What follows belongs to an exercise in optimizing a design on an open flow for small area; a production flow would make more cautious choices.
In this exercise RTL edits were held to simulation tests only and were not proved equivalent to the original.
No activity file was given, so power comes from the tool's default toggle rates.

`design/flow/config.mk`:
```
export PLATFORM = sky130hd
export DESIGN_NAME = rx_descrambler
export DESIGN_NICKNAME = rx_descrambler
export VERILOG_FILES = /design/flow/design.v
export SDC_FILE = /design/flow/constraint.sdc
export NUM_CORES = 4
export LEC_CHECK = 0
export CAP_MARGIN = 20
export CORE_MARGIN = 2
export CORE_UTILIZATION = 40
export CTS_BUF_LIST = sky130_fd_sc_hd__clkbuf_4
export GPL_TIMING_DRIVEN = 0
export SLEW_MARGIN = 20
export SYNTH_HIERARCHICAL = 1
export SYNTH_MINIMUM_KEEP_SIZE = 0
```
`design/flow/constraint.sdc`:
```
create_clock -name core_clock -period 12.0 [get_ports {clk}]
set_input_delay 2.4000 -clock core_clock [delete_from_list [all_inputs] [get_ports {clk}]]
set_output_delay 2.4000 -clock core_clock [all_outputs]
set_load 0.01 [all_outputs]
```
`design/flow/design.v`:
```
module rx_descrambler (
	input  wire         clk,
	input  wire         rst_n,
	input  wire [2:0]   gen,
	input  wire         turn_off,
	input  wire [7:0]   rx_valid,
	input  wire [7:0]   rx_start_block,
	input  wire [23:0]  rx_status,
	input  wire [15:0]  rx_sync_header,
	input  wire [255:0] rx_data,
	input  wire [31:0]  rx_datak,
	output wire [7:0]   out_valid,
	output wire [15:0]  out_sync_header,
	output wire [255:0] out_data,
	output wire [31:0]  out_datak
);
	localparam [22:0] SEQ12 = 23'h0017ff;
	localparam [183:0] SEQ3 = {23'h58ea9c, 23'h27a1a0, 23'h7f4b3c, 23'h0f6d40, 23'h70267c, 23'h3c718c, 23'h4c57f0, 23'h14bd6c};
	reg started;
	always @(posedge clk or negedge rst_n)
		if (!rst_n) started <= 1'b0;
		else started <= 1'b1;
	wire mA = (gen == 3'd1);
	wire mB = (gen == 3'd2);
	wire mC = (gen == 3'd3);
	wire mD = (gen == 3'd4) | (gen == 3'd5);
	wire m12 = mA | mB;
	wire mAD = mA | mD;
	wire den0 = mA | mB | mC | mD;
	wire den1 = mB | mC;
	wire nden0 = ~den0;
	wire nden1 = ~den1;
	wire nden23 = ~mC;
	wire nm12 = ~m12;
	wire gto = m12 & ~turn_off;
	wire ngA = ~(m12 & (~started | turn_off));
	wire gB = ~m12 & ~started;
	genvar i;
	generate
		for (i = 0; i < 8; i = i + 1) begin : lane
			reg [22:0] sq_n;	 
			reg [5:0] hq;
			reg df_q, ef_q, de_q;	 
			wire [22:0] sn_n;
			wire [5:0] hq_n;
			wire df_n, ef_n, de_n;
			always @(posedge clk)
				sq_n <= sn_n;
			always @(posedge clk or negedge rst_n)
				if (!rst_n) begin
					hq <= 6'h00;
					df_q <= 1'b0;
					ef_q <= 1'b0;
					de_q <= 1'b0;
				end else begin
					hq <= hq_n;
					df_q <= df_n;
					ef_q <= ef_n;
					de_q <= de_n;
				end
			rx_lane #(.SEQ3(SEQ3[23*i +: 23]), .SEQ12(SEQ12)) u (
				.started(started), .nstarted(~started), .turn_off(turn_off),
				.mA(mA), .mB(mB), .mC(mC), .mD(mD), .m12(m12), .mAD(mAD), .den0(den0), .den1(den1), .nden0(nden0), .nden1(nden1), .nden23(nden23), .nm12(nm12), .gto(gto), .ngA(ngA), .gB(gB),
				.rx_valid(rx_valid[i]), .rx_start_block(rx_start_block[i]),
				.rx_status(rx_status[3*i +: 3]), .rx_sync_header(rx_sync_header[2*i +: 2]),
				.rx_data(rx_data[32*i +: 32]), .rx_datak(rx_datak[4*i +: 4]),
				.sq_n(sq_n), .hq(hq), .df_q(df_q), .ef_q(ef_q), .de_q(de_q),
				.sn_n(sn_n), .hq_n(hq_n), .df_n(df_n), .ef_n(ef_n), .de_n(de_n),
				.out_valid(out_valid[i]), .out_sync_header(out_sync_header[2*i +: 2]),
				.out_data(out_data[32*i +: 32]), .out_datak(out_datak[4*i +: 4]));
		end
	endgenerate
endmodule
module rx_lane #(parameter [22:0] SEQ3 = 23'h0, parameter [22:0] SEQ12 = 23'h0) (
	input  wire        started, nstarted,
	input  wire        turn_off,
	input  wire        mA, mB, mC, mD, m12, nm12, mAD, den0, den1, nden0, nden1, nden23, gto, ngA, gB,
	input  wire        rx_valid,
	input  wire        rx_start_block,
	input  wire [2:0]  rx_status,
	input  wire [1:0]  rx_sync_header,
	input  wire [31:0] rx_data,
	input  wire [3:0]  rx_datak,
	input  wire [22:0] sq_n,
	input  wire [5:0]  hq,
	input  wire        df_q, ef_q, de_q,
	output wire [22:0] sn_n,
	output wire [5:0]  hq_n,
	output wire        df_n, ef_n, de_n,
	output wire        out_valid,
	output wire [1:0]  out_sync_header,
	output wire [31:0] out_data,
	output wire [3:0]  out_datak
);
	wire z, nz, nzm, nzn;
	wire en0, en1, en2, en3, hs0, hs1, nhs0, nhs1;
	lane_ctl ctl(.mB(mB), .mC(mC), .nmC(nden23), .m12(m12), .nm12(nm12), .den0(den0), .den1(den1), .gto(gto), .ngA(ngA), .gB(gB),
		.rx_valid(rx_valid), .rx_start_block(rx_start_block), .rx_status(rx_status), .rx_sync_header(rx_sync_header),
		.rx_data(rx_data), .rx_datak(rx_datak), .df_q(df_q), .ef_q(ef_q), .de_q(de_q), .hf_n(hp[9:7]),
		.df_n(df_n), .ef_n(ef_n), .de_n(de_n), .z(z), .nz(nz), .nzm(nzm), .nzn(nzn),
		.en0(en0), .en1(en1), .en2(en2), .en3(en3), .hs0(hs0), .hs1(hs1), .nhs0(nhs0), .nhs1(nhs1),
		.out_valid(out_valid), .out_sync_header(out_sync_header), .out_datak(out_datak));
	wire [22:0] s;
	genvar j;
	generate
		for (j = 0; j < 23; j = j + 1) begin : gate
			localparam B3 = SEQ3[j];
			localparam B12 = (j < 16) ? SEQ12[j] : SEQ3[j];
			if (B3 == 1'b0 && B12 == 1'b0) begin : s00
				c_nor2 g(.a(sq_n[j]), .b(z), .y(s[j]));
			end else if (B3 == 1'b1 && B12 == 1'b1) begin : s11
				c_nand2 g(.a(sq_n[j]), .b(nz), .y(s[j]));
			end else if (B12 == 1'b1) begin : s10
				c_o21ai g(.a1(sq_n[j]), .a2(z), .b1(nzm), .y(s[j]));
			end else begin : s01
				c_o21ai g(.a1(sq_n[j]), .a2(z), .b1(nzn), .y(s[j]));
			end
		end
	endgenerate
	wire [54:0] o;	 
	wire [31:0] p;	 
	assign o[22:0] = s;
	assign p[15:0] = s[15:0];
	kstream ks(.s(s), .o(o[54:23]), .p(p[31:16]));
	generate
		for (j = 0; j < 8; j = j + 1) begin : nlo
			c_a222oi g(.a1(o[32+j]), .a2(mC), .b1(s[8+j]), .b2(mAD), .c1(p[16+j]), .c2(mB), .y(sn_n[j]));
		end
		for (j = 8; j < 16; j = j + 1) begin : nmid
			wire y1, n1;
			c_a222oi g1(.a1(o[32+j]), .a2(mC), .b1((j < 15) ? s[j+8] : o[23]), .b2(mD), .c1(p[16+j]), .c2(mB), .y(y1));
			c_nand2 g2(.a(p[8+j]), .b(mA), .y(n1));
			c_and2 g3(.a(y1), .b(n1), .y(sn_n[j]));
		end
		for (j = 16; j < 23; j = j + 1) begin : nhi
			c_a222oi g(.a1(o[32+j]), .a2(mC), .b1(o[j+8]), .b2(mD), .c1(hp[j-16]), .c2(m12), .y(sn_n[j]));
		end
	endgenerate
	wire [15:0] h, hp;
	generate
		for (j = 0; j < 7; j = j + 1) begin : hs
			c_nor2 g(.a(sq_n[16+j]), .b(nstarted), .y(h[j]));
		end
	endgenerate
	assign h[9:7] = {de_q, ef_q, df_q};
	assign h[15:10] = hq;
	assign hq_n = hp[15:10];
	hold_byte b0(.d(rx_data[7:0]), .o(o[7:0]), .h(h[7:0]), .hs(hs0), .nhs(nhs0), .en(en0), .nden(nden0), .h_n(hp[7:0]), .out(out_data[7:0]));
	hold_byte b1(.d(rx_data[15:8]), .o(o[15:8]), .h(h[15:8]), .hs(hs1), .nhs(nhs1), .en(en1), .nden(nden1), .h_n(hp[15:8]), .out(out_data[15:8]));
	key_byte b2(.d(rx_data[23:16]), .o(o[23:16]), .en(en2), .nden(nden23), .out(out_data[23:16]));
	key_byte b3(.d(rx_data[31:24]), .o(o[31:24]), .en(en3), .nden(nden23), .out(out_data[31:24]));
endmodule
module hold_byte (input wire [7:0] d, input wire [7:0] o, input wire [7:0] h, input wire hs, input wire nhs, input wire en, input wire nden,
	output wire [7:0] h_n, output wire [7:0] out);
	genvar j;
	generate
		for (j = 0; j < 8; j = j + 1) begin : b
			wire ken, x;
			c_a22o g1(.a1(h[j]), .a2(hs), .b1(o[j]), .b2(nhs), .y(h_n[j]));
			c_nand2 g2(.a(h_n[j]), .b(en), .y(ken));
			c_xor2 g3(.a(d[j]), .b(ken), .y(x));
			c_nor2 g4(.a(x), .b(nden), .y(out[j]));
		end
	endgenerate
endmodule
module key_byte (input wire [7:0] d, input wire [7:0] o, input wire en, input wire nden, output wire [7:0] out);
	genvar j;
	generate
		for (j = 0; j < 8; j = j + 1) begin : b
			wire ken, x;
			c_nand2 g1(.a(o[j]), .b(en), .y(ken));
			c_xor2 g2(.a(d[j]), .b(ken), .y(x));
			c_nor2 g3(.a(x), .b(nden), .y(out[j]));
		end
	endgenerate
endmodule
module lane_ctl (
	input  wire        mB, mC, nmC, m12, nm12, den0, den1,
	input  wire        gto,	 
	input  wire        ngA,	 
	input  wire        gB,	 
	input  wire        rx_valid,
	input  wire        rx_start_block,
	input  wire [2:0]  rx_status,
	input  wire [1:0]  rx_sync_header,
	input  wire [31:0] rx_data,
	input  wire [3:0]  rx_datak,
	input  wire        df_q, ef_q, de_q,
	input  wire [2:0]  hf_n,	 
	output wire        df_n, ef_n, de_n,
	output wire        z, nz, nzm, nzn,
	output wire        en0, en1, en2, en3,
	output wire        hs0, hs1, nhs0, nhs1,
	output wire        out_valid,
	output wire [1:0]  out_sync_header,
	output wire [3:0]  out_datak
);
	wire com0, skp0, com1, skp1;
	wire [3:0] nt1, nt2, zr;
	det5 u0(.d(rx_data[7:0]), .com(com0), .skp(skp0), .nt1(nt1[0]), .nt2(nt2[0]), .zr(zr[0]));
	det5 u1(.d(rx_data[15:8]), .com(com1), .skp(skp1), .nt1(nt1[1]), .nt2(nt2[1]), .zr(zr[1]));
	det3 u2(.d(rx_data[23:16]), .nt1(nt1[2]), .nt2(nt2[2]), .zr(zr[2]));
	det3 u3(.d(rx_data[31:24]), .nt1(nt1[3]), .nt2(nt2[3]), .zr(zr[3]));
	wire sv;
	c_and2 gsh1(.a(rx_start_block), .b(rx_sync_header[1]), .y(out_sync_header[1]));
	c_and2 gsh0(.a(rx_start_block), .b(rx_sync_header[0]), .y(out_sync_header[0]));
	c_nor2 gv0(.a(rx_status[0]), .b(rx_status[1]), .y(sv));
	c_and3b gv1(.an(rx_status[2]), .b(sv), .c(rx_valid), .y(out_valid));
	c_and2 gk0(.a(rx_datak[0]), .b(den0), .y(out_datak[0]));
	c_and2 gk1(.a(rx_datak[1]), .b(den1), .y(out_datak[1]));
	c_and2 gk2(.a(rx_datak[2]), .b(mC), .y(out_datak[2]));
	c_and2 gk3(.a(rx_datak[3]), .b(mC), .y(out_datak[3]));
	c_and2 ghs0(.a(gto), .b(skp0), .y(hs0));
	c_nand2 gns0(.a(gto), .b(skp0), .y(nhs0));
	c_and2 ghs1(.a(gto), .b(skp1), .y(hs1));
	c_nand2 gns1(.a(gto), .b(skp1), .y(nhs1));
	wire nOs, isOs, sh01, isData, isIn;
	c_nand3b gos(.an(rx_sync_header[0]), .b(rx_start_block), .c(rx_sync_header[1]), .y(nOs));
	c_inv gosi(.a(nOs), .y(isOs));
	c_and3b gd1(.an(rx_sync_header[1]), .b(rx_start_block), .c(rx_sync_header[0]), .y(sh01));
	c_o21a gd2(.a1(df_q), .a2(sh01), .b1(nOs), .y(isData));	 
	c_nor2 gin(.a(isOs), .b(isData), .y(isIn));
	wire v1, v2, w1, w2, any1, any2, x1, x2, nall1, nall2, wz, eie, n12;
	c_nand3 ga1(.a(nt1[1]), .b(nt1[2]), .c(nt1[3]), .y(v1));
	c_nand2 ga2(.a(mC), .b(v1), .y(w1));
	c_nand2 ga3(.a(nt1[0]), .b(w1), .y(any1));
	c_nand3 gb1(.a(nt2[1]), .b(nt2[2]), .c(nt2[3]), .y(v2));
	c_nand2 gb2(.a(mC), .b(v2), .y(w2));
	c_nand2 gb3(.a(nt2[0]), .b(w2), .y(any2));
	c_or4 gc1(.a(nt1[0]), .b(nt1[1]), .c(nt1[2]), .d(nt1[3]), .y(x1));
	c_or2 gc2(.a(x1), .b(nmC), .y(nall1));
	c_or4 gc3(.a(nt2[0]), .b(nt2[1]), .c(nt2[2]), .d(nt2[3]), .y(x2));
	c_or2 gc4(.a(x2), .b(nmC), .y(nall2));
	c_or3 ge1(.a(zr[1]), .b(zr[2]), .c(zr[3]), .y(wz));
	c_a21o ge2(.a1(mC), .a2(wz), .b1(zr[0]), .y(eie));
	c_nor2 ge4(.a(any1), .b(any2), .y(n12));
	wire a1m, a2m, ide, dd, keepm, de3, ef3;
	c_and3 gm1(.a(isOs), .b(any1), .c(nm12), .y(a1m));
	c_and4b gm2(.an(any1), .b(isOs), .c(any2), .d(nm12), .y(a2m));
	c_and2 gm3(.a(isIn), .b(de_q), .y(ide));
	c_o21a gm4(.a1(isData), .a2(ide), .b1(nm12), .y(keepm));
	wire [3:0] de;
	genvar j;
	generate
		for (j = 0; j < 4; j = j + 1) begin : gde
			c_a221o g(.a1(a1m), .a2(nt1[j]), .b1(a2m), .b2(nt2[j]), .c1(keepm), .y(de[j]));
		end
	endgenerate
	c_a221o gde3(.a1(a1m), .a2(nall1), .b1(a2m), .b2(nall2), .c1(keepm), .y(de3));
	c_a32o gef(.a1(isOs), .a2(n12), .a3(eie), .b1(isIn), .b2(ef_q), .y(ef3));
	wire nk0, nk1, c0, c1;
	c_inv gnk0(.a(rx_datak[0]), .y(nk0));
	c_inv gnk1(.a(rx_datak[1]), .y(nk1));
	c_a21o gc0(.a1(gto), .a2(nk0), .b1(keepm), .y(c0));
	c_a21o gc1x(.a1(gto), .a2(nk1), .b1(keepm), .y(c1));
	c_a221o gen0(.a1(a1m), .a2(nt1[0]), .b1(a2m), .b2(nt2[0]), .c1(c0), .y(en0));
	c_a221o gen1(.a1(a1m), .a2(nt1[1]), .b1(a2m), .b2(nt2[1]), .c1(c1), .y(en1));
	assign en2 = de[2];
	assign en3 = de[3];
	c_a22o gf0(.a1(m12), .a2(hf_n[0]), .b1(nm12), .b2(isData), .y(df_n));
	c_a22o gf1(.a1(m12), .a2(hf_n[1]), .b1(nm12), .b2(ef3), .y(ef_n));
	c_a21o gf2(.a1(m12), .a2(hf_n[2]), .b1(de3), .y(de_n));
	wire n1, n2;
	c_nand2 gz1(.a(m12), .b(com0), .y(n1));
	c_nand2 gz2(.a(mB), .b(com1), .y(n2));
	c_and3 gz3(.a(n1), .b(n2), .c(ngA), .y(nzm));
	c_a31oi gz4(.a1(nm12), .a2(isIn), .a3(ef_q), .b1(gB), .y(nzn));
	c_nand2 gz5(.a(nzm), .b(nzn), .y(z));
	c_and2 gz6(.a(nzm), .b(nzn), .y(nz));
endmodule
module det5 (input wire [7:0] d, output wire com, output wire skp, output wire nt1, output wire nt2, output wire zr);
	assign com = (d == 8'hBC);
	assign skp = (d == 8'h1C);
	assign nt1 = (d != 8'h1E);
	assign nt2 = (d != 8'h2D);
	assign zr = (d == 8'h00);
endmodule
module det3 (input wire [7:0] d, output wire nt1, output wire nt2, output wire zr);
	assign nt1 = (d != 8'h1E);
	assign nt2 = (d != 8'h2D);
	assign zr = (d == 8'h00);
endmodule
module kstream (input wire [22:0] s, output wire [54:23] o, output wire [31:16] p);
	wire [158:0] x;
	c_xor2 g0 (.a(s[0]), .b(s[5]), .y(x[0]));
	c_xor2 g1 (.a(s[1]), .b(s[6]), .y(x[1]));
	c_xor2 g2 (.a(s[7]), .b(s[8]), .y(x[2]));
	c_xor2 g3 (.a(s[9]), .b(s[21]), .y(x[3]));
	c_xor2 g4 (.a(s[10]), .b(s[22]), .y(x[4]));
	c_xor2 g5 (.a(s[11]), .b(x[0]), .y(x[5]));
	c_xor2 g6 (.a(s[12]), .b(x[1]), .y(x[6]));
	c_xor2 g7 (.a(s[3]), .b(s[15]), .y(x[7]));
	c_xor2 g8 (.a(s[14]), .b(x[3]), .y(x[8]));
	c_xor2 g9 (.a(s[18]), .b(x[2]), .y(x[9]));
	c_xor2 g10 (.a(s[13]), .b(s[17]), .y(x[10]));
	c_xor2 g11 (.a(s[2]), .b(s[7]), .y(x[11]));
	c_xor2 g12 (.a(s[4]), .b(s[14]), .y(x[12]));
	c_xor2 g13 (.a(s[15]), .b(s[19]), .y(x[13]));
	c_xor2 g14 (.a(s[12]), .b(s[16]), .y(x[14]));
	c_xor2 g15 (.a(s[5]), .b(s[8]), .y(x[15]));
	c_xor2 g16 (.a(x[4]), .b(x[5]), .y(x[16]));
	c_xor2 g17 (.a(s[4]), .b(s[5]), .y(x[17]));
	c_xor2 g18 (.a(x[4]), .b(x[7]), .y(x[18]));
	c_xor2 g19 (.a(s[6]), .b(s[11]), .y(x[19]));
	c_xor2 g20 (.a(s[16]), .b(x[6]), .y(x[20]));
	c_xor2 g21 (.a(s[16]), .b(x[0]), .y(x[21]));
	c_xor2 g22 (.a(s[2]), .b(x[8]), .y(x[22]));
	c_xor2 g23 (.a(s[3]), .b(x[5]), .y(x[23]));
	c_xor2 g24 (.a(s[1]), .b(x[11]), .y(x[24]));
	c_xor2 g25 (.a(s[2]), .b(x[16]), .y(x[25]));
	c_xor2 g26 (.a(s[7]), .b(x[8]), .y(x[26]));
	c_xor2 g27 (.a(s[20]), .b(s[21]), .y(x[27]));
	c_xor2 g28 (.a(s[17]), .b(x[1]), .y(x[28]));
	c_xor2 g29 (.a(s[4]), .b(s[13]), .y(x[29]));
	c_xor2 g30 (.a(s[19]), .b(s[20]), .y(x[30]));
	c_xor2 g31 (.a(s[0]), .b(x[6]), .y(x[31]));
	c_xor2 g32 (.a(s[2]), .b(s[8]), .y(x[32]));
	c_xor2 g33 (.a(s[6]), .b(x[2]), .y(x[33]));
	c_xor2 g34 (.a(x[10]), .b(x[15]), .y(x[34]));
	c_xor2 g35 (.a(s[9]), .b(x[28]), .y(x[35]));
	c_xor2 g36 (.a(s[0]), .b(s[13]), .y(x[36]));
	c_xor2 g37 (.a(s[9]), .b(x[7]), .y(x[37]));
	c_xor2 g38 (.a(s[10]), .b(s[14]), .y(x[38]));
	c_xor2 g39 (.a(x[13]), .b(x[17]), .y(x[39]));
	c_xor2 g40 (.a(s[9]), .b(s[10]), .y(x[40]));
	c_xor2 g41 (.a(s[22]), .b(x[2]), .y(x[41]));
	c_xor2 g42 (.a(x[3]), .b(x[4]), .y(x[42]));
	c_xor2 g43 (.a(s[18]), .b(x[12]), .y(x[43]));
	c_xor2 g44 (.a(s[7]), .b(s[10]), .y(x[44]));
	c_xor2 g45 (.a(s[8]), .b(s[11]), .y(x[45]));
	c_xor2 g46 (.a(x[6]), .b(x[27]), .y(x[46]));
	c_xor2 g47 (.a(s[21]), .b(x[21]), .y(x[47]));
	c_xor2 g48 (.a(s[3]), .b(x[0]), .y(x[48]));
	c_xor2 g49 (.a(s[10]), .b(x[9]), .y(x[49]));
	c_xor2 g50 (.a(s[22]), .b(x[6]), .y(x[50]));
	c_xor2 g51 (.a(s[22]), .b(x[35]), .y(x[51]));
	c_xor2 g52 (.a(x[9]), .b(x[23]), .y(x[52]));
	c_xor2 g53 (.a(s[18]), .b(x[26]), .y(x[53]));
	c_xor2 g54 (.a(x[7]), .b(x[31]), .y(x[54]));
	c_xor2 g55 (.a(s[20]), .b(x[14]), .y(x[55]));
	c_xor2 g56 (.a(s[12]), .b(s[13]), .y(x[56]));
	c_xor2 g57 (.a(s[11]), .b(s[19]), .y(x[57]));
	c_xor2 g58 (.a(x[9]), .b(x[13]), .y(x[58]));
	c_xor2 g59 (.a(s[3]), .b(x[12]), .y(x[59]));
	c_xor2 g60 (.a(s[4]), .b(x[47]), .y(x[60]));
	c_xor2 g61 (.a(s[13]), .b(x[24]), .y(x[61]));
	c_xor2 g62 (.a(x[1]), .b(x[2]), .y(x[62]));
	c_xor2 g63 (.a(x[57]), .b(x[62]), .y(x[63]));
	c_xor2 g64 (.a(s[22]), .b(x[52]), .y(x[64]));
	c_xor2 g65 (.a(x[15]), .b(x[40]), .y(x[65]));
	c_xor2 g66 (.a(s[3]), .b(x[38]), .y(x[66]));
	c_xor2 g67 (.a(x[15]), .b(x[51]), .y(x[67]));
	c_xor2 g68 (.a(s[15]), .b(x[12]), .y(x[68]));
	c_xor2 g69 (.a(s[6]), .b(s[17]), .y(x[69]));
	c_xor2 g70 (.a(s[4]), .b(s[9]), .y(x[70]));
	c_xor2 g71 (.a(x[25]), .b(x[68]), .y(x[71]));
	c_xor2 g72 (.a(x[22]), .b(x[29]), .y(x[72]));
	c_xor2 g73 (.a(x[10]), .b(x[24]), .y(x[73]));
	c_xor2 g74 (.a(x[2]), .b(x[70]), .y(x[74]));
	c_xor2 g75 (.a(x[17]), .b(x[37]), .y(x[75]));
	c_xor2 g76 (.a(x[39]), .b(x[50]), .y(x[76]));
	c_xor2 g77 (.a(s[6]), .b(x[0]), .y(x[77]));
	c_xor2 g78 (.a(s[20]), .b(x[34]), .y(x[78]));
	c_xor2 g79 (.a(x[11]), .b(x[75]), .y(x[79]));
	c_xor2 g80 (.a(s[3]), .b(x[33]), .y(x[80]));
	c_xor2 g81 (.a(x[16]), .b(x[55]), .y(x[81]));
	c_xor2 g82 (.a(x[14]), .b(x[39]), .y(x[82]));
	c_xor2 g83 (.a(x[10]), .b(x[25]), .y(x[83]));
	c_xor2 g84 (.a(x[32]), .b(x[59]), .y(x[84]));
	c_xor2 g85 (.a(s[14]), .b(x[10]), .y(x[85]));
	c_xor2 g86 (.a(s[16]), .b(x[78]), .y(x[86]));
	c_xor2 g87 (.a(s[11]), .b(x[44]), .y(x[87]));
	c_xor2 g88 (.a(x[3]), .b(x[77]), .y(x[88]));
	c_xor2 g89 (.a(x[20]), .b(x[83]), .y(x[89]));
	c_xor2 g90 (.a(x[14]), .b(x[29]), .y(x[90]));
	c_xor2 g91 (.a(x[18]), .b(x[26]), .y(x[91]));
	c_xor2 g92 (.a(x[50]), .b(x[58]), .y(x[92]));
	c_xor2 g93 (.a(x[1]), .b(x[84]), .y(x[93]));
	c_xor2 g94 (.a(s[9]), .b(x[24]), .y(x[94]));
	c_xor2 g95 (.a(x[21]), .b(x[42]), .y(x[95]));
	c_xor2 g96 (.a(x[46]), .b(x[85]), .y(x[96]));
	c_xor2 g97 (.a(x[90]), .b(x[94]), .y(x[97]));
	c_xor2 g98 (.a(x[13]), .b(x[89]), .y(x[98]));
	c_xor2 g99 (.a(x[5]), .b(x[12]), .y(x[99]));
	c_xor2 g100 (.a(x[5]), .b(x[22]), .y(x[100]));
	c_xor2 g101 (.a(s[8]), .b(x[25]), .y(x[101]));
	c_xor2 g102 (.a(x[53]), .b(x[69]), .y(x[102]));
	c_xor2 g103 (.a(x[5]), .b(x[41]), .y(x[103]));
	c_xor2 g104 (.a(s[13]), .b(x[38]), .y(x[104]));
	c_xor2 g105 (.a(x[34]), .b(x[66]), .y(x[105]));
	c_xor2 g106 (.a(s[13]), .b(x[58]), .y(x[106]));
	c_xor2 g107 (.a(s[9]), .b(s[14]), .y(x[107]));
	c_xor2 g108 (.a(x[19]), .b(x[86]), .y(x[108]));
	c_xor2 g109 (.a(x[56]), .b(x[107]), .y(x[109]));
	c_xor2 g110 (.a(x[10]), .b(x[63]), .y(x[110]));
	c_xor2 g111 (.a(x[45]), .b(x[54]), .y(x[111]));
	c_xor2 g112 (.a(x[20]), .b(x[22]), .y(x[112]));
	c_xor2 g113 (.a(x[28]), .b(x[101]), .y(x[113]));
	c_xor2 g114 (.a(s[4]), .b(x[48]), .y(x[114]));
	c_xor2 g115 (.a(x[18]), .b(x[46]), .y(x[115]));
	c_xor2 g116 (.a(s[3]), .b(x[51]), .y(x[116]));
	c_xor2 g117 (.a(s[12]), .b(x[87]), .y(x[117]));
	c_xor2 g118 (.a(x[36]), .b(x[91]), .y(x[118]));
	c_xor2 g119 (.a(s[21]), .b(x[43]), .y(x[119]));
	c_xor2 g120 (.a(s[1]), .b(x[71]), .y(x[120]));
	c_xor2 g121 (.a(x[20]), .b(x[64]), .y(x[121]));
	c_xor2 g122 (.a(x[57]), .b(x[67]), .y(x[122]));
	c_xor2 g123 (.a(s[15]), .b(x[95]), .y(x[123]));
	c_xor2 g124 (.a(x[72]), .b(x[92]), .y(x[124]));
	c_xor2 g125 (.a(x[7]), .b(x[99]), .y(x[125]));
	c_xor2 g126 (.a(s[1]), .b(x[41]), .y(x[126]));
	c_xor2 g127 (.a(x[23]), .b(x[119]), .y(x[127]));
	c_xor2 g128 (.a(x[8]), .b(x[126]), .y(x[128]));
	c_xor2 g129 (.a(x[19]), .b(x[43]), .y(x[129]));
	c_xor2 g130 (.a(x[30]), .b(x[118]), .y(x[130]));
	c_xor2 g131 (.a(s[2]), .b(x[105]), .y(x[131]));
	c_xor2 g132 (.a(s[20]), .b(x[120]), .y(x[132]));
	c_xor2 g133 (.a(s[5]), .b(x[11]), .y(x[133]));
	c_xor2 g134 (.a(s[12]), .b(x[102]), .y(x[134]));
	c_xor2 g135 (.a(x[4]), .b(x[106]), .y(x[135]));
	c_xor2 g136 (.a(x[37]), .b(x[129]), .y(x[136]));
	c_xor2 g137 (.a(x[27]), .b(x[36]), .y(x[137]));
	c_xor2 g138 (.a(x[52]), .b(x[96]), .y(x[138]));
	c_xor2 g139 (.a(x[48]), .b(x[61]), .y(x[139]));
	c_xor2 g140 (.a(x[33]), .b(x[137]), .y(x[140]));
	c_xor2 g141 (.a(x[32]), .b(x[47]), .y(x[141]));
	c_xor2 g142 (.a(s[15]), .b(x[104]), .y(x[142]));
	c_xor2 g143 (.a(x[49]), .b(x[88]), .y(x[143]));
	c_xor2 g144 (.a(x[3]), .b(x[121]), .y(x[144]));
	c_xor2 g145 (.a(x[49]), .b(x[60]), .y(x[145]));
	c_xor2 g146 (.a(x[55]), .b(x[143]), .y(x[146]));
	c_xor2 g147 (.a(x[30]), .b(x[100]), .y(x[147]));
	c_xor2 g148 (.a(x[19]), .b(x[40]), .y(x[148]));
	c_xor2 g149 (.a(x[44]), .b(x[82]), .y(x[149]));
	c_xor2 g150 (.a(s[0]), .b(x[112]), .y(x[150]));
	c_xor2 g151 (.a(s[6]), .b(x[133]), .y(x[151]));
	c_xor2 g152 (.a(x[42]), .b(x[110]), .y(x[152]));
	c_xor2 g153 (.a(x[45]), .b(x[56]), .y(x[153]));
	c_xor2 g154 (.a(x[53]), .b(x[81]), .y(x[154]));
	c_xor2 g155 (.a(x[29]), .b(x[103]), .y(x[155]));
	c_xor2 g156 (.a(x[18]), .b(x[73]), .y(x[156]));
	c_xor2 g157 (.a(s[21]), .b(x[113]), .y(x[157]));
	c_xor2 g158 (.a(x[1]), .b(x[17]), .y(x[158]));
	assign o[23] = x[141];
	assign o[24] = x[116];
	assign o[25] = x[145];
	assign o[26] = x[122];
	assign o[27] = x[146];
	assign o[28] = x[152];
	assign o[29] = x[154];
	assign o[30] = x[98];
	assign o[31] = x[138];
	assign o[32] = x[124];
	assign o[33] = x[130];
	assign o[34] = x[132];
	assign o[35] = x[111];
	assign o[36] = x[97];
	assign o[37] = x[131];
	assign o[38] = x[136];
	assign o[39] = x[149];
	assign o[40] = x[108];
	assign o[41] = x[134];
	assign o[42] = x[135];
	assign o[43] = x[147];
	assign o[44] = x[115];
	assign o[45] = x[155];
	assign o[46] = x[150];
	assign o[47] = x[156];
	assign o[48] = x[127];
	assign o[49] = x[76];
	assign o[50] = x[140];
	assign o[51] = x[128];
	assign o[52] = x[123];
	assign o[53] = x[157];
	assign o[54] = x[144];
	assign p[16] = x[114];
	assign p[17] = x[158];
	assign p[18] = x[151];
	assign p[19] = x[80];
	assign p[20] = x[74];
	assign p[21] = x[65];
	assign p[22] = x[148];
	assign p[23] = x[117];
	assign p[24] = x[153];
	assign p[25] = x[109];
	assign p[26] = x[142];
	assign p[27] = x[125];
	assign p[28] = x[54];
	assign p[29] = x[139];
	assign p[30] = x[93];
	assign p[31] = x[79];
endmodule
module c_inv   (input wire a, output wire y); assign y = ~a; endmodule
module c_nand2 (input wire a, input wire b, output wire y); assign y = ~(a & b); endmodule
module c_nor2  (input wire a, input wire b, output wire y); assign y = ~(a | b); endmodule
module c_and2  (input wire a, input wire b, output wire y); assign y = a & b; endmodule
module c_xor2  (input wire a, input wire b, output wire y); assign y = a ^ b; endmodule
module c_xnor2 (input wire a, input wire b, output wire y); assign y = ~(a ^ b); endmodule
module c_a22o  (input wire a1, input wire a2, input wire b1, input wire b2, output wire y); assign y = (a1 & a2) | (b1 & b2); endmodule
module c_or2   (input wire a, input wire b, output wire y); assign y = a | b; endmodule
module c_or3   (input wire a, input wire b, input wire c, output wire y); assign y = a | b | c; endmodule
module c_and3  (input wire a, input wire b, input wire c, output wire y); assign y = a & b & c; endmodule
module c_nand3 (input wire a, input wire b, input wire c, output wire y); assign y = ~(a & b & c); endmodule
module c_and3b (input wire an, input wire b, input wire c, output wire y); assign y = ~an & b & c; endmodule
module c_nand3b (input wire an, input wire b, input wire c, output wire y); assign y = ~(~an & b & c); endmodule
module c_and4b (input wire an, input wire b, input wire c, input wire d, output wire y); assign y = ~an & b & c & d; endmodule
module c_or4   (input wire a, input wire b, input wire c, input wire d, output wire y); assign y = a | b | c | d; endmodule
module c_o21a  (input wire a1, input wire a2, input wire b1, output wire y); assign y = (a1 | a2) & b1; endmodule
module c_a21o  (input wire a1, input wire a2, input wire b1, output wire y); assign y = (a1 & a2) | b1; endmodule
module c_a31oi (input wire a1, input wire a2, input wire a3, input wire b1, output wire y); assign y = ~((a1 & a2 & a3) | b1); endmodule
module c_a32o  (input wire a1, input wire a2, input wire a3, input wire b1, input wire b2, output wire y); assign y = (a1 & a2 & a3) | (b1 & b2); endmodule
module c_a221o (input wire a1, input wire a2, input wire b1, input wire b2, input wire c1, output wire y); assign y = (a1 & a2) | (b1 & b2) | c1; endmodule
module c_mux2i (input wire a0, input wire a1, input wire s, output wire y); assign y = ~(s ? a1 : a0); endmodule
module c_o21ai (input wire a1, input wire a2, input wire b1, output wire y); assign y = ~((a1 | a2) & b1); endmodule
module c_a222oi (input wire a1, input wire a2, input wire b1, input wire b2, input wire c1, input wire c2, output wire y);
	assign y = ~((a1 & a2) | (b1 & b2) | (c1 & c2));
endmodule
```
`design/flow/flow/run.sh`:
```
#!/bin/bash
# Layout flow: the standard flow (standard.sh, unchanged synthesis and
# steps) with two changes to how the layout is made:
#  - the port buffers that global placement inserts use the smallest buffer
#    cell instead of ORFS's default choice (every port still gets a buffer);
#  - the buffers Yosys/ABC put in the netlist are removed at floorplan
#    (REMOVE_ABC_BUFFERS) instead of by timing-driven global placement.
set -euo pipefail
export BUFFER_PORTS_ARGS="-buffer_cell sky130_fd_sc_hd__buf_1"
export REMOVE_ABC_BUFFERS=1
bash standard.sh finish > flow_make.log 2>&1
```
`design/flow/standard.sh`:
```
#!/bin/bash
# synth_recipe.tcl (not shown) runs the flow's synth.tcl, then flattens the netlist and writes it again
# the make line also repeats each setting of config.mk as NAME=value (left out here)
make -C /OpenROAD-flow-scripts/flow DESIGN_CONFIG=/design/flow/config.mk WORK_HOME=/design/flow/orfs CLKGATE_MAP_FILE= SYNTH_SCRIPT=/design/flow/synth_recipe.tcl "${@:-finish}"
```
==> results.ini, run 1 <==
[placed_design]
detailed_place_hpwl_mm=98.7
detailed_place.area_um2=35200
port_buffers=661
gp_congestion=0.972

[global_routing]
grt_first_pass_wirelength_mm=190
pin_count_of_the_biggest_net_entering_global_routing=63
antenna_found_initial=13
first_global_vias=31000
grt_use_total_pct=28.4
globalRoute.totalOverflow=0

[pwr]
swShare_pct=55.7
power.static_leakage_uw=0.0155
power.internal_uw=5170
power.ir.vdd_worst_v=0.000118
comb_power_share_pct=80.4
p_seq_share_pct=11.3
power_density_nw_per_um2=321
p_sw_uw=6510
power.clock.fraction_pct=8.3
total_power_uw=11700

[yosys]
dominantRegCellSynth=sky130_fd_sc_hd__dfxtp_1
post_synth_instance_area_um2=33300
syn-mean-instance-area_um2=8.06
postSynth.asyncResetShare_pct=28.4
synth-edff-count=0
synthesis.yosys.warnings=7
synth_cells=4130
yosysTopAreaCell=sky130_fd_sc_hd__xor2_1
synth_seq_cells=257
ys_top_cells_by_area=sky130_fd_sc_hd__xor2_1 40%, sky130_fd_sc_hd__dfxtp_1 11%, sky130_fd_sc_hd__buf_4 8.7%
synth_top_cell_area_share_pct=40.2
yosysSeqAreaShare_pct=16.5
synth_cell_type_count=44

[critical_path]
crit_type=input pin to primary output
worst-endpoint-required_ps=9600
path_max_fanout=27
worstPathArrival_ps=9270
timing.critical_path.from_type=input pin
worst_setup_path_end_kind=primary output

[floorplanning]
effective_utilization_at_floorplan_pct=40.5
std_cell_rows=105
die_area_um2=85600
die_width_um=293
pin_count=662
core_ar_um2=82200
die_y_um=293

[sta]
timing.final.crit_period_ps=11670
min_period_over_period_pct=97.2
tightestPinTransition_ps=1210
rsz0062_at_grt=false
report.final.slew_viol_count=0
worst_slew_margin_rel_pct=18.5
setup_viol=0
maxClockFrequency_mhz=85.7
skew_ps=95.4
hold_violations=0
fin_hold_ws_ps=510

[route]
drc=0
vias_per_cell=5.64
wl_final_mm=128
route.detailed.wl_per_inst_um=22.4
drt_pre_antenna_iters=14
antenna_violating_nets_post_route=0
drtIter0Drc=3805
num_vias=32100

[clock_tree]
cts_made_buffers=84
cts_tree=built
worstSkewPairLatency_ps=860
cts.path.max_buffers=3
holdBufCountCts=0
clock_tree.root_cell=sky130_fd_sc_hd__clkbuf_4
cts_sinks=257
clkSlewWorstSetupHoldPaths_ps=50
cts-htree-levels=3

[layout]
final_core_util_pct=44.2
final_area_um2=36400
mostFrequentLayoutCells=1528 x sky130_fd_sc_hd__xor2_1, 659 x sky130_fd_sc_hd__buf_1, 466 x sky130_fd_sc_hd__nand2_1
syn_to_final_growth_pct=9.20
most_common_cell_after_layout_fill_and_taps_aside=sky130_fd_sc_hd__xor2_1
layout.nets=4891
layout-drive-gt1-share_pct=5.25

[min_path]
hp-class=register to register

[run]
max_cap_violations=0

[outcome]
status=finished clean

[synth_stat cells, types with 24 or more instances]
library cell / number
sky130_fd_sc_hd__a21o_1: 33
sky130_fd_sc_hd__a221o_1: 40
sky130_fd_sc_hd__a222oi_1: 184
sky130_fd_sc_hd__a22o_1: 144
sky130_fd_sc_hd__and2_1: 161
sky130_fd_sc_hd__and3_1: 32
sky130_fd_sc_hd__buf_4: 385
sky130_fd_sc_hd__dfrtp_1: 73
sky130_fd_sc_hd__dfxtp_1: 184
sky130_fd_sc_hd__inv_1: 42
sky130_fd_sc_hd__nand2_1: 468
sky130_fd_sc_hd__nand3_1: 48
sky130_fd_sc_hd__nand4_1: 32
sky130_fd_sc_hd__nor2_1: 428
sky130_fd_sc_hd__nor3_1: 33
sky130_fd_sc_hd__o21ai_1: 70
sky130_fd_sc_hd__or3_1: 24
sky130_fd_sc_hd__or4_1: 32
sky130_fd_sc_hd__xor2_1: 1528
[registers in the layout, indices dropped and copies added (netlist names)]
name and count:
lane.ef_q 8, lane.hq 48, started 1, lane.sq_n 184, lane.df_q 8, lane.de_q 8
[per-module statistics from Yosys (local to each module, per instance), a selection]
module,flip-flops and latches,area (µm²),copies in the design,cells inside
c_a221o,0,10.0,40,1
c_a32o,0,10.0,8,1
c_nand2,0,3.75,466,1
c_nor2,0,3.75,376,1
c_o21a,0,7.51,16,1
c_or2,0,6.26,16,1
rx_descrambler,257,5670,1,282
[per-layer routing]
metal / share of wire (%) / wire (µm) / track usage [%]
met5: 0.010 / 13 / 0
met4: 4.5 / 5800 / 13.4
met3: 8.9 / 11400 / 5.69
met2: 46 / 58200 / 45.9
met1: 41 / 52300 / 36.3
[critical path, stage by stage]
cell	delay (ps)
sky130_fd_sc_hd__buf_1	510
sky130_fd_sc_hd__nor2b_4	100
sky130_fd_sc_hd__buf_12	180
sky130_fd_sc_hd__inv_4	330
sky130_fd_sc_hd__nor2_4	210
sky130_fd_sc_hd__buf_12	240
sky130_fd_sc_hd__buf_12	170
sky130_fd_sc_hd__buf_16	180
sky130_fd_sc_hd__nand2_1	70
sky130_fd_sc_hd__and3_1	440
sky130_fd_sc_hd__and2_1	620
sky130_fd_sc_hd__nand2_1	420
sky130_fd_sc_hd__xor2_1	540
sky130_fd_sc_hd__xor2_1	630
sky130_fd_sc_hd__xor2_1	310
sky130_fd_sc_hd__xor2_1	390
sky130_fd_sc_hd__xor2_1	220
sky130_fd_sc_hd__xor2_1	180
sky130_fd_sc_hd__xor2_1	340
sky130_fd_sc_hd__nand2_1	190
sky130_fd_sc_hd__xor2_1	200
sky130_fd_sc_hd__nor2_1	110
sky130_fd_sc_hd__buf_1	160
[logic make-up (layout without fill, tap and decap cells)]
kind of cell           after synthesis  count (layout)  synth area share [%]
buffers and inverters              430             912                  9.21
AND/OR/NAND/NOR                   1406            1406                  20.9
other                                1              17                0.0113
flip-flops                         257             257                  16.5
XOR/XNOR                          1530            1530                  40.3
AO/OA/AOI/OAI                      506             506                  13.1
[worst paths after layout]
check | startpoint | endpoint | slack [ps] | depth (start not counted)
hold reg to reg | lane[3].hq[3]$_DFF_PN0_ | lane[3].hq[3]$_DFF_PN0_ | 510 | 1
min in group asynchronous | rst_n | lane[3].hq[2]$_DFF_PN0_ | 1480 | 1
hold / removal | lane[3].hq[3]$_DFF_PN0_ | lane[3].hq[3]$_DFF_PN0_ | 510 | 1
setup / recovery | gen[2] | out_data[190] | 330 | 23
max in group asynchronous | rst_n | lane[6].hq[4]$_DFF_PN0_ | 9760 | 3
setup reg to reg | started$_DFF_PN0_ | lane[2].sq_n[9]$_DFF_P_ | 5980 | 14
[through the flow]
stage | cells | setup slack [ps] | setup TNS [ps]
detailed placement | 5520 | -435 | -1360
CTS | 5681 | 456 | 0
global route | 5693 | 87.5 | 0
floorplan | 3743 | 844 | 0
finish | 5698 | 330 | 0
global placement | 5474 | -5470 | -1213310
[timing repair]
item | CTS | global route
gates resized for setup | 0 | 1
pin swaps | 0 | 0
setup endpoints to repair | 8 | 1
buffers inserted | 4 | 0
[final cells by class]
class / count / area, µm²
clock buffers: 130 / 976
repair buffers: 712 / 3380
well taps: 1070 / 1340
diodes: 16 / 40.0
clock inverters: 27 / 144
multi-input cells: 3443 / 24800
fillers: 8586 / 45900
inverters: 43 / 166
flip-flops and latches: 257 / 5510
[power groups by stage]
stage               logic (µW)  clock network [µW]  registers (µW)
floorplan                 7030                   0            1310
global placement          9090                   0            1340
detailed placement        9120                   0            1330
CTS                       9190                1000            1320
global route             10100                1060            1360
finish                    9390                 972            1320
==> run 2: changes to the inputs <==
==> design/flow/flow/run.sh (replaced) <==
#!/bin/bash
# Layout flow: the standard flow (standard.sh, unchanged synthesis and
# steps) with the port buffers that global placement inserts made from the
# smallest buffer cell instead of ORFS's default choice.  Every input and
# output port still gets its own buffer.
set -euo pipefail
export BUFFER_PORTS_ARGS="-buffer_cell sky130_fd_sc_hd__buf_1"
bash standard.sh finish > flow_make.log 2>&1
--- a/design/flow/config.mk
+++ b/design/flow/config.mk
@@ -9,5 +9,5 @@
 export CORE_MARGIN = 2
-export CORE_UTILIZATION = 40
+export CORE_UTILIZATION = 65
 export CTS_BUF_LIST = sky130_fd_sc_hd__clkbuf_4
-export GPL_TIMING_DRIVEN = 0
+export PLACE_DENSITY = 0.75
 export SLEW_MARGIN = 20
==> run 2 against run 1 <==
Fmax is 8.5% higher. Clock power is 1% higher. Critical endpoint is now out_data[222]. Sequential cell count stayed put. Die area is 38% lower. Still clean on timing, DRC and antenna.
==> results.ini, run 2 <==
[outcome]
status=finished clean  ; unchanged

[layout]
layout-drive-gt1-share_pct=5.57  ; was 5.25%
mostFrequentLayoutCells=1528 x sky130_fd_sc_hd__xor2_1, 660 x sky130_fd_sc_hd__buf_1, 466 x sky130_fd_sc_hd__nand2_1  ; was 1528 x sky130_fd_sc_hd__xor2_1, 659 x sky130_fd_sc_hd__buf_1, 466 x sky130_fd_sc_hd__nand2_1
layout.cells.non_filler=5328  ; was 5698
most_common_cell_after_layout_fill_and_taps_aside=sky130_fd_sc_hd__xor2_1  ; unchanged
syn_to_final_growth_pct=6.98  ; was 9.20%
max_flop_register=lane.sq_n  ; unchanged
layout.nets=4918  ; was 4891
area_of_combinational_cells_with_multiple_inputs_um2=24800  ; about the same
final-seq-area_um2=5510  ; unchanged
final_area_um2=35600  ; was 36400 µm²
fillerInstances=4504  ; was 8586
registers_with_the_most_flip_flops=lane.sq_n: 184 flops, lane.hq: 48 flops  ; unchanged
largest_register_ffs=184  ; unchanged

[clock_tree]
cts_made_buffers=76  ; was 84
cts_tree=built  ; unchanged
cts.path.max_buffers=3  ; unchanged
holdBufCountCts=0  ; unchanged
clkSlewWorstSetupHoldPaths_ps=60  ; was 50 ps
post_cts.repair.setup_buffers=0  ; was 4
clock_tree.root_cell=sky130_fd_sc_hd__clkbuf_4  ; unchanged
post_cts_gate_resize_count=0  ; unchanged
cts_sinks=257  ; unchanged
cts-htree-levels=3  ; unchanged
worstSkewPairLatency_ps=850  ; was 860 ps

[global_routing]
first_global_vias=31000  ; about the same
grt_use_total_pct=44.7  ; was 28.4%
antenna_found_initial=26  ; was 13
pin_count_of_the_biggest_net_entering_global_routing=92  ; was 63
grt_first_pass_wirelength_mm=185  ; was 190 mm
globalRoute.totalOverflow=0  ; unchanged

[sta]
maxClockFrequency_mhz=92.9  ; was 85.7 MHz
skew_ps=71.3  ; was 95.4 ps
setup_tns_ps=0  ; unchanged
worst_slew_margin_rel_pct=14.1  ; was 18.5%
rsz0062_at_grt=false  ; unchanged
report.final.slew_viol_count=0  ; unchanged
setup_viol=0  ; unchanged
timing.final.crit_period_ps=10760  ; was 11670 ps
fin_hold_ws_ps=506  ; was 510 ps
tightestPinTransition_ps=1280  ; was 1210 ps
min_period_over_period_pct=89.7  ; was 97.2%
hold_violations=0  ; unchanged

[placed_design]
detailed_place.area_um2=34500  ; was 35200 µm²
post-place-cells=5162  ; was 5520
detailed_place_hpwl_mm=94.6  ; was 98.7 mm
gp_congestion=1.05  ; was 0.972
port_buffers=661  ; unchanged

[pwr]
power_density_nw_per_um2=335  ; was 321 nW/µm²
power.ir.vdd_worst_v=0.000260  ; was 0.000118 V
power.static_leakage_uw=0.0155  ; about the same

[yosys]
synth_seq_cells=257  ; unchanged
post_synth_mux_area_share_pct=0  ; unchanged
postSynth.asyncResetShare_pct=28.4  ; unchanged
dominantRegCellSynth=sky130_fd_sc_hd__dfxtp_1  ; unchanged
synth-adder-area-share_pct=0  ; unchanged
yosysSeqAreaShare_pct=16.5  ; unchanged
yosysTopAreaCell=sky130_fd_sc_hd__xor2_1  ; unchanged
synth_commonest_cells=1528 x sky130_fd_sc_hd__xor2_1, 468 x sky130_fd_sc_hd__nand2_1, 428 x sky130_fd_sc_hd__nor2_1, 385 x sky130_fd_sc_hd__buf_4  ; unchanged
synthesis.yosys.warnings=7  ; unchanged
syn-mean-instance-area_um2=8.06  ; unchanged
simple_gate_fraction_of_synth_area_pct=20.9  ; unchanged
synth_top_cell_area_share_pct=40.2  ; unchanged
synth_xor_xnor_area_share_pct=40.3  ; unchanged
synth_cell_type_count=44  ; unchanged
compound_gate_portion_of_the_synthesized_area_pct=13.1  ; unchanged
synth-edff-count=0  ; unchanged
post_synth_instance_area_um2=33300  ; unchanged
largest_family_of_logic_cells_by_synthesized_area=XOR/XNOR gates  ; unchanged
ys_top_cells_by_area=sky130_fd_sc_hd__xor2_1 40%, sky130_fd_sc_hd__dfxtp_1 11%, sky130_fd_sc_hd__buf_4 8.7%  ; unchanged
synth_cells=4130  ; unchanged
synthMostInstantiatedCell=sky130_fd_sc_hd__xor2_1  ; unchanged

[route]
drt_pre_antenna_iters=15  ; was 14
drc=0  ; unchanged
vias_per_cell=6.24  ; was 5.64
wl_final_mm=125  ; was 128 mm
num_vias=33200  ; was 32100
route.detailed.wl_per_inst_um=23.5  ; was 22.4 µm
drtIter0Drc=5031  ; was 3805
antenna_violating_nets_post_route=0  ; unchanged

[floorplanning]
effective_utilization_at_floorplan_pct=66.1  ; was 40.5%
pin_count=662  ; unchanged
die_area_um2=53100  ; was 85600 µm²
die_width_um=230  ; was 293 µm
core_ar_um2=50400  ; was 82200 µm²
std_cell_rows=82  ; was 105
die_y_um=230  ; was 293 µm

[critical_path]
crit_type=input pin to primary output  ; unchanged
worst-endpoint-required_ps=9600  ; about the same
worst_setup_path_end_kind=primary output  ; unchanged
worstPathArrival_ps=8360  ; was 9270 ps
path_max_fanout=69  ; was 27
timing.critical_path.from_type=input pin  ; unchanged

[min_path]
hp-class=register to register  ; unchanged

[run]
max_cap_violations=0  ; unchanged

-- run 2: metrics by stage --
stage / total power [µW] / utilization, % / setup WS [ps]
after floorplan: 12100 / - / 635
after global placement: 10600 / 68.4 / 1660
after detailed placement: 10600 / 68.4 / 1470
after CTS: 11600 / 70.6 / 1470
after global routing: 12600 / 70.7 / 939
final: 11900 / 70.7 / 1240
-- run 2: cell families (layout without fill, tap and decap cells) --
group / Yosys count / count (layout)
xor+xnor: 1530 / 1530
simple gates: 1406 / 1406
compound gates: 506 / 506
buf+inv: 430 / 929
flops: 257 / 257
other cells: 1 / 28
-- run 2: worst paths after layout --
path / endpoint / cells past startpoint / start / slack [ps]
min in group asynchronous: lane[6].hq[1]$_DFF_PN0_ / 1 / rst_n / 1420
max: out_data[222] / 20 / gen[1] / 1240
min reg2reg: lane[0].hq[4]$_DFF_PN0_ / 1 / lane[0].hq[4]$_DFF_PN0_ / 510
max reg2reg: lane[6].sq_n[2]$_DFF_P_ / 14 / started$_DFF_PN0_ / 6830
min: lane[0].hq[4]$_DFF_PN0_ / 1 / lane[0].hq[4]$_DFF_PN0_ / 510
max in group asynchronous: lane[5].de_q$_DFF_PN0_ / 2 / rst_n / 9570
-- run 2: worst max-delay path: stages --
cell	delay, ps
sky130_fd_sc_hd__buf_1	530
sky130_fd_sc_hd__nor2b_4	640
sky130_fd_sc_hd__inv_2	110
sky130_fd_sc_hd__nor2_4	180
sky130_fd_sc_hd__buf_12	310
sky130_fd_sc_hd__nand2_1	80
sky130_fd_sc_hd__and3_1	270
sky130_fd_sc_hd__nand2_1	450
sky130_fd_sc_hd__o21ai_1	300
sky130_fd_sc_hd__xor2_1	540
sky130_fd_sc_hd__xor2_1	550
sky130_fd_sc_hd__xor2_1	310
sky130_fd_sc_hd__xor2_1	360
sky130_fd_sc_hd__xor2_1	210
sky130_fd_sc_hd__xor2_1	190
sky130_fd_sc_hd__xor2_1	240
sky130_fd_sc_hd__nand2_1	110
sky130_fd_sc_hd__xor2_1	170
sky130_fd_sc_hd__nor2_1	150
sky130_fd_sc_hd__buf_1	170
-- run 2: layout make-up --
type / instances / area share [%]
timing repair buffer: 747 / 8.87
clock buffer: 110 / 2.32
inverter: 43 / 0.453
sequential: 257 / 15.5
tap: 672 / 2.36
multi-input combinational: 3443 / 69.6
antenna: 27 / 0.190
clock inverter: 29 / 0.780
-- run 2: power by group --
part	switching [µW]	internal [µW]	total (µW)
sequential	150	1210	1360
combinational	6120	3490	9610
clock	429	553	982
-- run 2: Yosys stat by module (local to each module, per instance), excerpt --
module / cell area, µm² / copies in the design / cells inside / flops+latches
rx_descrambler: 5670 / 1 / 282 / 257
det5: 80.1 / 16 / 12 / 0
c_a221o: 10.0 / 40 / 1 / 0
c_and4b: 10.0 / 8 / 1 / 0
c_a22o: 8.76 / 144 / 1 / 0
c_xor2: 8.76 / 1528 / 1 / 0
c_or4: 7.51 / 16 / 1 / 0
c_and3: 6.26 / 16 / 1 / 0
c_and2: 6.26 / 144 / 1 / 0
c_o21ai: 5.00 / 70 / 1 / 0
c_nor2: 3.75 / 376 / 1 / 0
c_nand2: 3.75 / 466 / 1 / 0
c_inv: 3.75 / 24 / 1 / 0
-- run 2: layer usage --
| metal | share of wire (%) | up-vias | track usage [%] |
|---|---|---|---|
| li1 | - | 14800 | - |
| met1 | 39 | 15500 | 59.3 |
| met2 | 43 | 2465 | 66.7 |
| met3 | 12 | 421 | 11.5 |
| met4 | 5.3 | 10 | 23.4 |
| met5 | 0.051 | - | 0 |
==> run 3: changes to the inputs <==
--- a/design/flow/config.mk
+++ b/design/flow/config.mk
@@ -9,5 +9,4 @@
 export CORE_MARGIN = 2
-export CORE_UTILIZATION = 65
+export CORE_UTILIZATION = 40
 export CTS_BUF_LIST = sky130_fd_sc_hd__clkbuf_4
-export PLACE_DENSITY = 0.75
 export SLEW_MARGIN = 20
==> run 3 against run 2 <==
Hold slack better by 3.6 ps. Sequential power is essentially flat. Wire length increased by 6.1%. Clock power shrank 2.5%. Register-to-register slack lost 660 ps. Highest routed layer unchanged.
==> results.ini, run 3 <==
[critical_path]
crit-reg2reg-launch=started$_DFF_PN0_  ; unchanged
setup.reg_to_reg.worst_slack_ps=6170  ; was 6830 ps
timing.critical_path.from_type=input pin  ; unchanged
capture_instance_of_the_worst_register_to_register_path=lane[6].sq_n[14]$_DFF_P_  ; was lane[6].sq_n[2]$_DFF_P_
startpoint=gen[1]  ; unchanged
path_max_fanout=19  ; was 69
crit_end=out_data[94]  ; was out_data[222]
worst-endpoint-required_ps=9600  ; about the same
crit_type=input pin to primary output  ; unchanged
worstPathArrival_ps=8310  ; was 8360 ps
r2r_cells=14  ; unchanged
worst_setup_path_end_kind=primary output  ; unchanged

[sta]
tightestPinTransition_ps=1060  ; was 1280 ps
worst_slew_margin_rel_pct=29.3  ; was 14.1%
timing.final.crit_period_ps=10710  ; was 10760 ps
maxClockFrequency_mhz=93.4  ; was 92.9 MHz
setup_tns_ps=0  ; unchanged
report.final.slew_viol_count=0  ; unchanged
min_period_over_period_pct=89.3  ; was 89.7%
post_route_worst_setup_slack_ps=1290  ; was 1240 ps
skew_ps=36.4  ; was 71.3 ps
rsz0062_at_grt=false  ; unchanged
setup_viol=0  ; unchanged
hold_violations=0  ; unchanged

[yosys]
synth_top_cell_area_share_pct=40.2  ; unchanged
postSynth.asyncResetShare_pct=28.4  ; unchanged
synth_cell_type_count=44  ; unchanged
dominantRegCellSynth=sky130_fd_sc_hd__dfxtp_1  ; unchanged
yosysSeqAreaShare_pct=16.5  ; unchanged
synth_seq_cells=257  ; unchanged
syn-mean-instance-area_um2=8.06  ; unchanged
synthMostInstantiatedCell=sky130_fd_sc_hd__xor2_1  ; unchanged
synth-edff-count=0  ; unchanged
synthesis.yosys.warnings=7  ; unchanged
yosysTopAreaCell=sky130_fd_sc_hd__xor2_1  ; unchanged
ys_top_cells_by_area=sky130_fd_sc_hd__xor2_1 40%, sky130_fd_sc_hd__dfxtp_1 11%, sky130_fd_sc_hd__buf_4 8.7%  ; unchanged
post_synth_instance_area_um2=33300  ; unchanged
synth_commonest_cells=1528 x sky130_fd_sc_hd__xor2_1, 468 x sky130_fd_sc_hd__nand2_1, 428 x sky130_fd_sc_hd__nor2_1, 385 x sky130_fd_sc_hd__buf_4  ; unchanged
synth_cells=4130  ; unchanged

[run]
max_cap_violations=0  ; unchanged

[clock_tree]
cts_sinks=257  ; unchanged
clkSlewWorstSetupHoldPaths_ps=60  ; about the same
cts_made_buffers=80  ; was 76
cts.path.max_buffers=3  ; unchanged
cts-htree-levels=3  ; unchanged
post_cts.repair.setup_buffers=0  ; unchanged
post_cts_gate_resize_count=0  ; unchanged
cts_tree=built  ; unchanged
worstSkewPairLatency_ps=830  ; was 850 ps
holdBufCountCts=0  ; unchanged
clock_tree.root_cell=sky130_fd_sc_hd__clkbuf_4  ; unchanged

[route]
route.detailed.wl_per_inst_um=23.3  ; was 23.5 µm
antenna_violating_nets_post_route=0  ; unchanged
vias_per_cell=5.66  ; was 6.24
num_vias=32400  ; was 33200
drtIter0Drc=3910  ; was 5031
wl_final_mm=133  ; was 125 mm
drc=0  ; unchanged
drt_pre_antenna_iters=13  ; was 15

[global_routing]
grt_use_total_pct=29.5  ; was 44.7%
pin_count_of_the_biggest_net_entering_global_routing=102  ; was 92
globalRoute.totalOverflow=0  ; unchanged
first_global_vias=31400  ; was 31000
grt_first_pass_wirelength_mm=196  ; was 185 mm
antenna_found_initial=13  ; was 26

[layout]
max_flop_register=lane.sq_n  ; unchanged
final_area_um2=36100  ; was 35600 µm²
layout.nets=4930  ; was 4918
syn_to_final_growth_pct=8.49  ; was 6.98%
mostFrequentLayoutCells=1528 x sky130_fd_sc_hd__xor2_1, 660 x sky130_fd_sc_hd__buf_1, 466 x sky130_fd_sc_hd__nand2_1  ; unchanged
layout-drive-gt1-share_pct=5.90  ; was 5.57%
registers_with_the_most_flip_flops=lane.sq_n: 184 flops, lane.hq: 48 flops  ; unchanged
largest_register_ffs=184  ; unchanged
most_common_cell_after_layout_fill_and_taps_aside=sky130_fd_sc_hd__xor2_1  ; unchanged

[pwr]
power.static_leakage_uw=0.0155  ; about the same
power.ir.vdd_worst_v=0.000129  ; was 0.000260 V
total_power_uw=11900  ; about the same
power_density_nw_per_um2=330  ; was 335 nW/µm²

[placed_design]
port_buffers=661  ; unchanged
detailed_place.area_um2=35000  ; was 34500 µm²
gp_congestion=1.04  ; was 1.05
post-place-ws_ps=1380  ; was 1470 ps
detailed_place_hpwl_mm=101  ; was 94.6 mm

[floorplanning]
die_area_um2=85600  ; was 53100 µm²
core_ar_um2=82200  ; was 50400 µm²
die_y_um=293  ; was 230 µm
pin_count=662  ; unchanged
effective_utilization_at_floorplan_pct=40.5  ; was 66.1%
die_width_um=293  ; was 230 µm
std_cell_rows=105  ; was 82

[outcome]
status=finished clean  ; unchanged

[min_path]
hold_path_startpoint=lane[3].hq[1]$_DFF_PN0_  ; was lane[0].hq[4]$_DFF_PN0_
hp-class=register to register  ; unchanged

-- run 3: cell counts after synthesis --
No cell type changed its count.
-- run 3: how the worst min path moves through the flow --
| stage | to | slack, ps | cells past startpoint |
|---|---|---|---|
| after floorplan | lane[0].hq[0]$_DFF_PN0_ | 480 | 1 |
| after global placement | lane[4].hq[5]$_DFF_PN0_ | 490 | 1 |
| after detailed placement | lane[5].hq[4]$_DFF_PN0_ | 500 | 1 |
| after CTS | lane[3].hq[1]$_DFF_PN0_ | 510 | 1 |
| after global routing | lane[3].hq[1]$_DFF_PN0_ | 520 | 1 |
| final | lane[3].hq[1]$_DFF_PN0_ | 510 | 1 |
-- run 3: worst max-delay path, stage by stage --
cell	delay [ps]
sky130_fd_sc_hd__buf_1	570
sky130_fd_sc_hd__nor2b_4	290
sky130_fd_sc_hd__clkinv_2	80
sky130_fd_sc_hd__nor2_4	560
sky130_fd_sc_hd__nand2_1	100
sky130_fd_sc_hd__and3_1	300
sky130_fd_sc_hd__nand2_1	460
sky130_fd_sc_hd__o21ai_1	340
sky130_fd_sc_hd__xor2_1	520
sky130_fd_sc_hd__xor2_1	570
sky130_fd_sc_hd__xor2_1	310
sky130_fd_sc_hd__xor2_1	350
sky130_fd_sc_hd__xor2_1	210
sky130_fd_sc_hd__xor2_1	210
sky130_fd_sc_hd__xor2_1	260
sky130_fd_sc_hd__nand2_1	140
sky130_fd_sc_hd__xor2_1	190
sky130_fd_sc_hd__nor2_1	150
sky130_fd_sc_hd__buf_1	290
-- run 3: metal layers --
layer,up-vias,share of wire (%),track usage (%)
met5,-,0.038,0
met2,1792,46,48.1
li1,14800,-,-
met1,15500,41,38.6
met4,8,3.3,10.6
met3,250,9.2,5.77
-- run 3: per-stage QoR --
stage,util [%],cells,hold WS (ps)
3_3_place_gp,42.6,5568,495
4_1_cts,43.9,5717,513
5_1_grt,43.9,5723,516
3_5_place_dp,42.6,5568,495
2_1_floorplan,-,4130,478
6_report,43.9,5723,510
-- run 3: power breakdown --
| part | switching (µW) | total (µW) | internal, µW |
|---|---|---|---|
| Combinational | 6110 | 9600 | 3490 |
| Clock | 454 | 957 | 503 |
| Sequential | 152 | 1360 | 1210 |
| Total | 6720 | 11900 | 5200 |
-- run 3: logic make-up after synthesis --
kind of cell	synth area share, %
simple gates	20.9
other cells	0.0113
flops	16.5
buf+inv	9.21
compound gates	13.1
xor+xnor	40.3
-- run 3: final cells by class --
class / count / area (µm²)
inverter: 43 / 163
timing repair buffer: 755 / 3220
sequential: 257 / 5510
clock inverter: 29 / 184
clock buffer: 120 / 901
tap: 1070 / 1340
fill: 8532 / 46100
multi-input combinational: 3443 / 24800
antenna: 6 / 15.0
-- run 3: per-module statistics from Yosys, one instance, submodules excluded, excerpt --
module / cells inside / copies in the design / area (µm²) / flops+latches
c_nand3b: 1 / 8 / 7.51 / 0
c_or2: 1 / 16 / 6.26 / 0
det3: 8 / 16 / 53.8 / 0
det5: 12 / 16 / 80.1 / 0
c_and4b: 1 / 8 / 10.0 / 0
c_or4: 1 / 16 / 7.51 / 0
c_or3: 1 / 8 / 6.26 / 0
c_a32o: 1 / 8 / 10.0 / 0
c_o21a: 1 / 16 / 7.51 / 0
c_nand3: 1 / 16 / 5.00 / 0
c_nand2: 1 / 466 / 3.75 / 0
c_and2: 1 / 144 / 6.26 / 0
c_inv: 1 / 24 / 3.75 / 0
kstream: 48 / 8 / 360 / 0
c_a31oi: 1 / 8 / 6.26 / 0
rx_descrambler: 282 / 1 / 5670 / 257
==> run 4: changes to the inputs <==
==> design/flow/flow/run.sh (replaced) <==
#!/bin/bash
# Layout flow: the standard flow (standard.sh, unchanged synthesis and
# steps) with these changes to how the layout is made:
#  - the port buffers that global placement inserts use the smallest buffer
#    cell instead of ORFS's default choice (every port still gets a buffer);
#  - timing-driven global placement does not keep the buffers its trial
#    repairs insert (later repair steps still fix slew, load and timing);
#  - clock tree synthesis inserts no dummy load cells.
set -euo pipefail
export BUFFER_PORTS_ARGS="-buffer_cell sky130_fd_sc_hd__buf_1"
export GPL_KEEP_OVERFLOW=0
export CTS_ARGS="-sink_clustering_enable -repair_clock_nets -buf_list sky130_fd_sc_hd__clkbuf_4 -dont_use_dummy_load"
bash standard.sh finish > flow_make.log 2>&1
==> run 4 against run 3 <==
Still clean on timing, DRC and antenna. Sequential share of layout area increased by 0.11 points. Setup slack got worse by 520 ps. Sequential cell count unchanged. Cell count decreased by 1.9%. Synthesized area unchanged. Largest power group unchanged.
==> results.ini, run 4 <==
[pwr]
swShare_pct=57.3  ; was 56.3%
p_sw_uw=6700  ; was 6720 µW
power.static_leakage_uw=0.0152  ; was 0.0155 µW

[yosys]
simple_gate_fraction_of_synth_area_pct=20.9  ; unchanged
synth_seq_cells=257  ; unchanged
synth_commonest_cells=1528 x sky130_fd_sc_hd__xor2_1, 468 x sky130_fd_sc_hd__nand2_1, 428 x sky130_fd_sc_hd__nor2_1, 385 x sky130_fd_sc_hd__buf_4  ; unchanged
synth-adder-area-share_pct=0  ; unchanged
synth_top_cell_area_share_pct=40.2  ; unchanged
yosysTopAreaCell=sky130_fd_sc_hd__xor2_1  ; unchanged
synth_xor_xnor_area_share_pct=40.3  ; unchanged

[sta]
rsz0062_at_grt=false  ; unchanged
timing.final.crit_period_ps=11230  ; was 10710 ps

[min_path]
hp-class=register to register  ; unchanged

[route]
drt_pre_antenna_iters=14  ; was 13
wl_final_mm=131  ; was 133 mm
vias_per_cell=5.70  ; was 5.66

[floorplanning]
die_area_um2=85600  ; unchanged
pin_count=662  ; unchanged
die_y_um=293  ; unchanged

[global_routing]
antenna_found_initial=11  ; was 13
globalRoute.totalOverflow=0  ; unchanged
grt_first_pass_wirelength_mm=194  ; was 196 mm

[clock_tree]
clock_tree.root_cell=sky130_fd_sc_hd__clkbuf_4  ; unchanged
cts_made_buffers=87  ; was 80
worstSkewPairLatency_ps=870  ; was 830 ps
holdBufCountCts=0  ; unchanged

[critical_path]
worst_path_most_repeated_cell=sky130_fd_sc_hd__xor2_1  ; unchanged
crit_buf_inv=5  ; was 3
crit_type=input pin to primary output  ; unchanged
worst-endpoint-required_ps=9600  ; about the same

[layout]
layout-drive-gt1-share_pct=4.25  ; was 5.90%

[placed_design]
port_buffers=661  ; unchanged

[outcome]
status=finished clean  ; unchanged

[run]
max_cap_violations=0  ; unchanged

-- run 4: path summary, 6_finish.rpt --
kind | startpoint | to | slack [ps] | depth (start not counted)
worst max-delay path | gen[1] | out_data[158] | 770 | 21
min in group asynchronous | rst_n | lane[0].df_q$_DFF_PN0_ | 1540 | 2
worst min register to register | lane[0].hq[4]$_DFF_PN0_ | lane[0].hq[4]$_DFF_PN0_ | 510 | 1
max in group asynchronous | rst_n | lane[6].ef_q$_DFF_PN0_ | 9980 | 3
worst min-delay path | lane[0].hq[4]$_DFF_PN0_ | lane[0].hq[4]$_DFF_PN0_ | 510 | 1
worst max register to register | started$_DFF_PN0_ | lane[4].sq_n[2]$_DFF_P_ | 6230 | 14
-- run 4: area by class of cell --
class | count | area (µm²) | share of cell area (%)
repair buffers | 710 | 3350 | 9.33
well taps | 1070 | 1340 | 3.73
inverters | 43 | 166 | 0.464
diodes | 6 | 15.0 | 0.0419
multi-input cells | 3443 | 24800 | 69.2
flip-flops and latches | 257 | 5510 | 15.4
clock buffers | 87 | 653 | 1.82
-- run 4: routing by layer --
layer	GRT usage, %	up-vias	part of all wire [%]
met4	10.1	4	3.5
met5	0	-	0.018
met1	38.0	15500	42
met3	5.43	256	8.0
met2	48.4	1604	46
li1	-	14700	-
-- run 4: power groups by stage --
stage          registers [µW]  clock network [µW]  logic [µW]
2_1_floorplan            1310                   0       10800
3_3_place_gp             1390                   0        9380
3_5_place_dp             1370                   0        9320
4_1_cts                  1360                 749        9400
5_1_grt                  1390                 796       10200
6_report                 1360                 722        9610
-- run 4: logic make-up after synthesis --
kind of cell | Yosys count
AOI/OAI and AO/OA | 506
xor gates and xnor gates | 1530
buffers and inverters | 430
DFF | 257
other | 1
and+or+nand+nor | 1406
-- run 4: timing repair --
item / CTS / global route
buffers inserted: 0 / 3
setup endpoints to repair: 0 / 5
resized for setup: 0 / 0
-- run 4: per-module statistics from Yosys (local to each module, per instance), excerpt --
module   cells inside  area [µm²]
c_nor2              1        3.75
c_nand2             1        3.75
c_and4b             1        10.0
c_nand3             1        5.00
c_or2               1        6.26
c_and3              1        6.26
c_or4               1        7.51
kstream            48         360
c_xor2              1        8.76
c_and3b             1        8.76
c_o21a              1        7.51
-- run 4: metrics by stage --
stage          hold slack (ps)  utilization, %  TNS, ps  total power [µW]  instance area, µm²
6_report                   509            43.6        0             11700               35900
3_5_place_dp               495            42.8        0             10700               35200
3_3_place_gp               495            41.6  -927340             10800               34200
2_1_floorplan              478               -        0             12100               33300
4_1_cts                    512            43.6        0             11500               35800
5_1_grt                    524            43.6        0             12400               35900

Setup slack of run 4, layout unchanged: 0.771 ns with ideal ports, 0.702 ns with driving cells assumed (clock clkbuf_16, inputs buf_2), 0.702 ns with port delays also shifted by the 0.876 ns mid clock arrival.
